What follows belongs to an exercise in optimizing a design on an open flow for small area; a production flow would make more cautious choices. The RTL was checked by simulation tests, not by an equivalence proof against the original design. Power is estimated from default activity; no workload was simulated.

==> branch raven: inputs <==
Design MIPS_Processor, start of the top module:
module MIPS_Processor (
    output    wire       [31:0]      PC_M,
    output    wire       [31:0]      ALU_OUT_M,
    output    wire       [31:0]      writeData_M,
    output    wire                   MemWrite_M,
    input     wire       [31:0]      Instr_M, RD_M,
    input     wire                   clk_M, rst_M
);
wire Jump, MemtoReg, Branch, ALUSrc, RegDst, RegWrite, Sub, Mul, Slt;
Control_Unit CU (
   .Jump_C(Jump), .MemtoReg_C(MemtoReg), .MemWrite_C(MemWrite_M), .Branch_C(Branch),
   .ALUSrc_C(ALUSrc), .RegDst_C(RegDst), .RegWrite_C(RegWrite),
   .Sub_C(Sub), .Mul_C(Mul), .Slt_C(Slt),
   .Opcode_C(Instr_M[31:26]), .Funct_C(Instr_M[5:0])
);
Datapath DP (
    .PC_Datapath(PC_M), .ALU_Out_Datapath(ALU_OUT_M), .writeData_D(writeData_M),
    .RegWrite_D(RegWrite), .RegDst_D(RegDst), .ALUSrc_D(ALUSrc), .MemToReg_D(MemtoReg),
    .Branch_D(Branch), .Jump_D(Jump), .Sub_D(Sub), .Mul_D(Mul), .Slt_D(Slt),
    .clk_Datapath(clk_M), .rst_Datapath(rst_M),
    .Instr_Datapath(Instr_M), .RD_Datapath(RD_M)
);
endmodule
==> module Register_File, before the edit <==
module Register_File (
    output wire  [31:0]                 readData1, readData2,
    input  wire  [31:0]                 writeData,
    input  wire  [4:0]                  readAddr1, readAddr2, writeAddr,
    input  wire                         writeEnable,
    input  wire                         clk,
    input  wire                         reset
);
reg  [31:0] valid;
wire [31:0] we, sel1, sel2;
wire [31:0] wen = ~we;
wire [31:0] q [0:31];
Decoder WD (.addr(writeAddr), .en({32{writeEnable}}), .sel(we));
Decoder R1 (.addr(readAddr1), .en(valid), .sel(sel1));
Decoder R2 (.addr(readAddr2), .en(valid), .sel(sel2));
genvar i, b;
generate
    for (i = 0; i < 32; i = i + 1) begin : R
        RegRow row (.clk(clk), .we(we[i]), .wen(wen[i]), .wd(writeData), .q(q[i]));
    end
endgenerate
always @(posedge clk or negedge reset)
    if (!reset) valid <= 32'b0;
    else        valid <= valid | we;
generate
    for (b = 0; b < 32; b = b + 1) begin : B
        wire [31:0] col;
        for (i = 0; i < 32; i = i + 1) begin : C
            assign col[i] = q[i][b];
        end
        ReadMux M1 (.d(col), .sel(sel1), .y(readData1[b]));
        ReadMux M2 (.d(col), .sel(sel2), .y(readData2[b]));
    end
endgenerate
endmodule
==> module Decoder, before the edit <==
module Decoder (
    input  wire [4:0]  addr,
    input  wire [31:0] en,
    output wire [31:0] sel
);
genvar i;
generate
    for (i = 0; i < 32; i = i + 1) begin : D
        assign sel[i] = en[i] & (addr == i);
    end
endgenerate
endmodule
export LEC_CHECK = 0
export CAP_MARGIN = 10
export CORE_MARGIN = 2
export CORE_UTILIZATION = 50
export SETUP_SLACK_MARGIN = 0.2
export SLEW_MARGIN = 10
export SYNTH_HIERARCHICAL = 1
export SYNTH_MINIMUM_KEEP_SIZE = 0
export BUFFER_PORTS_ARGS = -buffer_cell sky130_fd_sc_hd__buf_1
export CTS_ARGS = -sink_clustering_enable -repair_clock_nets -dont_use_dummy_load -buf_list sky130_fd_sc_hd__clkbuf_16 -sink_clustering_size 24 -sink_clustering_max_diameter 100
create_clock -name core_clock -period 18.0 [get_ports {clk_M}]
standard.sh (not shown) runs the stock make flow with config.mk's settings and CLKGATE_MAP_FILE= SYNTH_SCRIPT=/design/flow/synth_recipe.tcl, a recipe that flattens the netlist after the stock synthesis.
==> flow/flow/run.sh <==
#!/bin/bash
# Layout flow: the standard flow (standard.sh) with two changes to how
# the layout is made:
#  - port buffers are the smallest buffer, sky130_fd_sc_hd__buf_1,
#  - clock tree synthesis inserts no dummy loads and clusters up to 24
#    flip-flops (within 100 um) on each clkbuf_16 leaf buffer.
# Each tool's output is in the ORFS logs under orfs/logs; standard.sh's own
# output is in standard.log.
set -e
cat >> config.mk <<'X'
export BUFFER_PORTS_ARGS = -buffer_cell sky130_fd_sc_hd__buf_1
export CTS_ARGS = -sink_clustering_enable -repair_clock_nets -dont_use_dummy_load -buf_list sky130_fd_sc_hd__clkbuf_16 -sink_clustering_size 24 -sink_clustering_max_diameter 100
X
mkdir -p my_inputs
cp standard.sh synth_recipe.tcl config.mk constraint.sdc my_inputs/ 2>/dev/null || true
bash standard.sh > standard.log 2>&1
==> branch xenon: changes against branch raven <==
--- a/flow/design.v
+++ b/flow/design.v
@@ -34,4 +34,13 @@
 assign y = ~a;
 endmodule
+module AND2 (input wire a, b, output wire y);
+assign y = a & b;
+endmodule
+module AND3 (input wire a, b, c, output wire y);
+assign y = a & b & c;
+endmodule
+module OR2 (input wire a, b, output wire y);
+assign y = a | b;
+endmodule
 module Adder (
     input  wire [29:0]   A,
@@ -88,8 +97,7 @@
 );
 reg  [31:0] valid;
-wire [31:0] we, sel1, sel2;
-wire [31:0] wen = ~we;
+wire [31:0] we, wen, sel1, sel2;
 wire [31:0] q [0:31];
-Decoder WD (.addr(writeAddr), .en({32{writeEnable}}), .sel(we));
+WriteDecoder WD (.addr(writeAddr), .en(writeEnable), .we(we), .wen(wen));
 Decoder R1 (.addr(readAddr1), .en(valid), .sel(sel1));
 Decoder R2 (.addr(readAddr2), .en(valid), .sel(sel2));
@@ -100,7 +108,13 @@
     end
 endgenerate
+wire [31:0] valid_next;
+generate
+    for (i = 0; i < 32; i = i + 1) begin : V
+        OR2 o (.a(valid[i]), .b(we[i]), .y(valid_next[i]));
+    end
+endgenerate
 always @(posedge clk or negedge reset)
     if (!reset) valid <= 32'b0;
-    else        valid <= valid | we;
+    else        valid <= valid_next;
 generate
     for (b = 0; b < 32; b = b + 1) begin : B
@@ -119,8 +133,37 @@
     output wire [31:0] sel
 );
+wire [3:0] lo;
+wire [7:0] hi;
+genvar i;
+generate
+    for (i = 0; i < 4; i = i + 1) begin : L
+        assign lo[i] = (addr[1:0] == i);
+    end
+    for (i = 0; i < 8; i = i + 1) begin : H
+        assign hi[i] = (addr[4:2] == i);
+    end
+    for (i = 0; i < 32; i = i + 1) begin : D
+        AND3 g (.a(en[i]), .b(lo[i % 4]), .c(hi[i / 4]), .y(sel[i]));
+    end
+endgenerate
+endmodule
+module WriteDecoder (
+    input  wire [4:0]  addr,
+    input  wire        en,
+    output wire [31:0] we, wen
+);
+wire [3:0] lo;
+wire [7:0] hi;
 genvar i;
 generate
+    for (i = 0; i < 4; i = i + 1) begin : L
+        assign lo[i] = (addr[1:0] == i);
+    end
+    for (i = 0; i < 8; i = i + 1) begin : H
+        assign hi[i] = en & (addr[4:2] == i);
+    end
     for (i = 0; i < 32; i = i + 1) begin : D
-        assign sel[i] = en[i] & (addr == i);
+        AND2  g (.a(lo[i % 4]), .b(hi[i / 4]), .y(we[i]));
+        NAND2 n (.a(lo[i % 4]), .b(hi[i / 4]), .y(wen[i]));
     end
 endgenerate
--- a/flow/config.mk
+++ b/flow/config.mk
@@ -6,9 +6,9 @@
 export NUM_CORES = 4
 export LEC_CHECK = 0
-export CAP_MARGIN = 10
+export CAP_MARGIN = 20
 export CORE_MARGIN = 2
 export CORE_UTILIZATION = 50
 export SETUP_SLACK_MARGIN = 0.2
-export SLEW_MARGIN = 10
+export SLEW_MARGIN = 20
 export SYNTH_HIERARCHICAL = 1
 export SYNTH_MINIMUM_KEEP_SIZE = 0
==> branch lagoon: changes against branch raven <==
==> flow/flow/run.sh (replaced) <==
#!/bin/bash
# Layout flow: the standard flow (standard.sh) with three changes to how
# the layout is made:
#  - port buffers are the smallest buffer, sky130_fd_sc_hd__buf_1,
#  - clock tree synthesis inserts no dummy loads,
#  - after global routing, gates off the critical paths are downsized
#    (repair_timing -recover_power).
# Each tool's output is in the ORFS logs under orfs/logs; standard.sh's own
# output is in standard.log.
set -e
cat >> config.mk <<'X'
export BUFFER_PORTS_ARGS = -buffer_cell sky130_fd_sc_hd__buf_1
export CTS_ARGS = -sink_clustering_enable -repair_clock_nets -dont_use_dummy_load
export RECOVER_POWER = 100
X
mkdir -p my_inputs
cp standard.sh synth_recipe.tcl config.mk constraint.sdc my_inputs/ 2>/dev/null || true
bash standard.sh > standard.log 2>&1
==> flow/config.mk (replaced) <==
export PLATFORM = sky130hd
export DESIGN_NAME = MIPS_Processor
export DESIGN_NICKNAME = MIPS_Processor
export VERILOG_FILES = /design/flow/design.v
export SDC_FILE = /design/flow/constraint.sdc
export NUM_CORES = 4
export LEC_CHECK = 0
export CAP_MARGIN = 20
export CORE_MARGIN = 2
export CORE_UTILIZATION = 50
export SLEW_MARGIN = 20
export SYNTH_HIERARCHICAL = 1
export SYNTH_MINIMUM_KEEP_SIZE = 0
export BUFFER_PORTS_ARGS = -buffer_cell sky130_fd_sc_hd__buf_1
export CTS_ARGS = -sink_clustering_enable -repair_clock_nets -dont_use_dummy_load
export RECOVER_POWER = 100
==> comparison table <==
metric	branch lagoon	branch raven	branch xenon
Net total in the final layout	5711	5650	5642
Internal power	4.63 mW	4.08 mW	4.08 mW
M3 GR Usage	0.166	0.148	0.151
Non-Clock Inverter Count	117	117	86
Routed Wire Length	253000 um	250000 um	255000 um
Core ar.	109000 sq um	109000 sq um	109000 sq um
Number of levels in the clock H-tree	3	2	2
Post-route design area	61900 sq um	60700 sq um	60700 sq um
Syn Inst Count	4738	4738	4726
Final period util	1.00	0.978	0.975
Path length in cells of the critical path	28	28	30
Horiz. Die Dim	335 um	335 um	335 um
ClkCell Share	0.0457	0.0214	0.0210
Pwr Density	113 nW/um^2	104 nW/um^2	105 nW/um^2
Adder and majority gate portion of the synthesized area	0.120	0.120	0.120
Layout multi-input combinational cell count	3525	3525	3544
Power of the sequential group	3.34 mW	3.33 mW	3.33 mW
Total power after layout	7.00 mW	6.31 mW	6.35 mW
Combinational share of power	0.235	0.264	0.267
Number of cells after detailed placement	6582	6582	6575
Clock buffer count from CTS	113	52	51
Final non-filler cell total	6703	6642	6636
Result of the run	complete, but fails checks	no timing/DRC/antenna violations	no timing/DRC/antenna violations
Reasons for failing layout checks	max-capacitance violations, max-slew violations, negative setup slack	-	-
Vias in the first global route	50300	49500	49300
Multiplexer area fraction after synthesis	0.00103	0.00103	0.00103
Final-layout non-clock buffer area share	0.0397	0.0454	0.0470
Routed wire per std cell	37.7 um	37.7 um	38.4 um

afterwards: timing with drivers on the ports:
No port has a modelled driver above. Below, the same layouts with a new extraction and two added sets of constraints.
Step 1 (the two cells are an assumption about what drives the block):
set clk [get_ports {clk_M}]
set_driving_cell -lib_cell sky130_fd_sc_hd__clkbuf_16 $clk
set_driving_cell -lib_cell sky130_fd_sc_hd__buf_2 [delete_from_list [all_inputs] $clk]
Step 2 moves the port delays by t, midway between the first and last clock arrival at a register: inputs arrive t later, outputs are due t later. That takes back most of the time a late clock gives input paths.
a / b / c = no drivers / after step 1 / after step 2; a / b = the first two.
| run | t, ns | slack for setup (ns) | latest minus earliest clock arrival (ns) | worst register clock-pin slew, ns | pins driven straight from the clock port |
|---|---|---|---|---|---|
| branch raven | 0.750 | 0.389 / 0.362 / 0.362 | 0.057 / 0.057 | 0.10 / 0.10 | 1 |
| branch xenon | 0.748 | 0.446 / 0.413 / 0.413 | 0.107 / 0.107 | 0.11 / 0.11 | 1 |
| branch lagoon | 0.775 | -0.023 / -0.055 / -0.055 | 0.099 / 0.100 | 0.07 / 0.07 | 1 |
The setup slack of branch xenon, which loses most, moves by -0.033 ns with the drivers and by -0.033 ns with both steps.
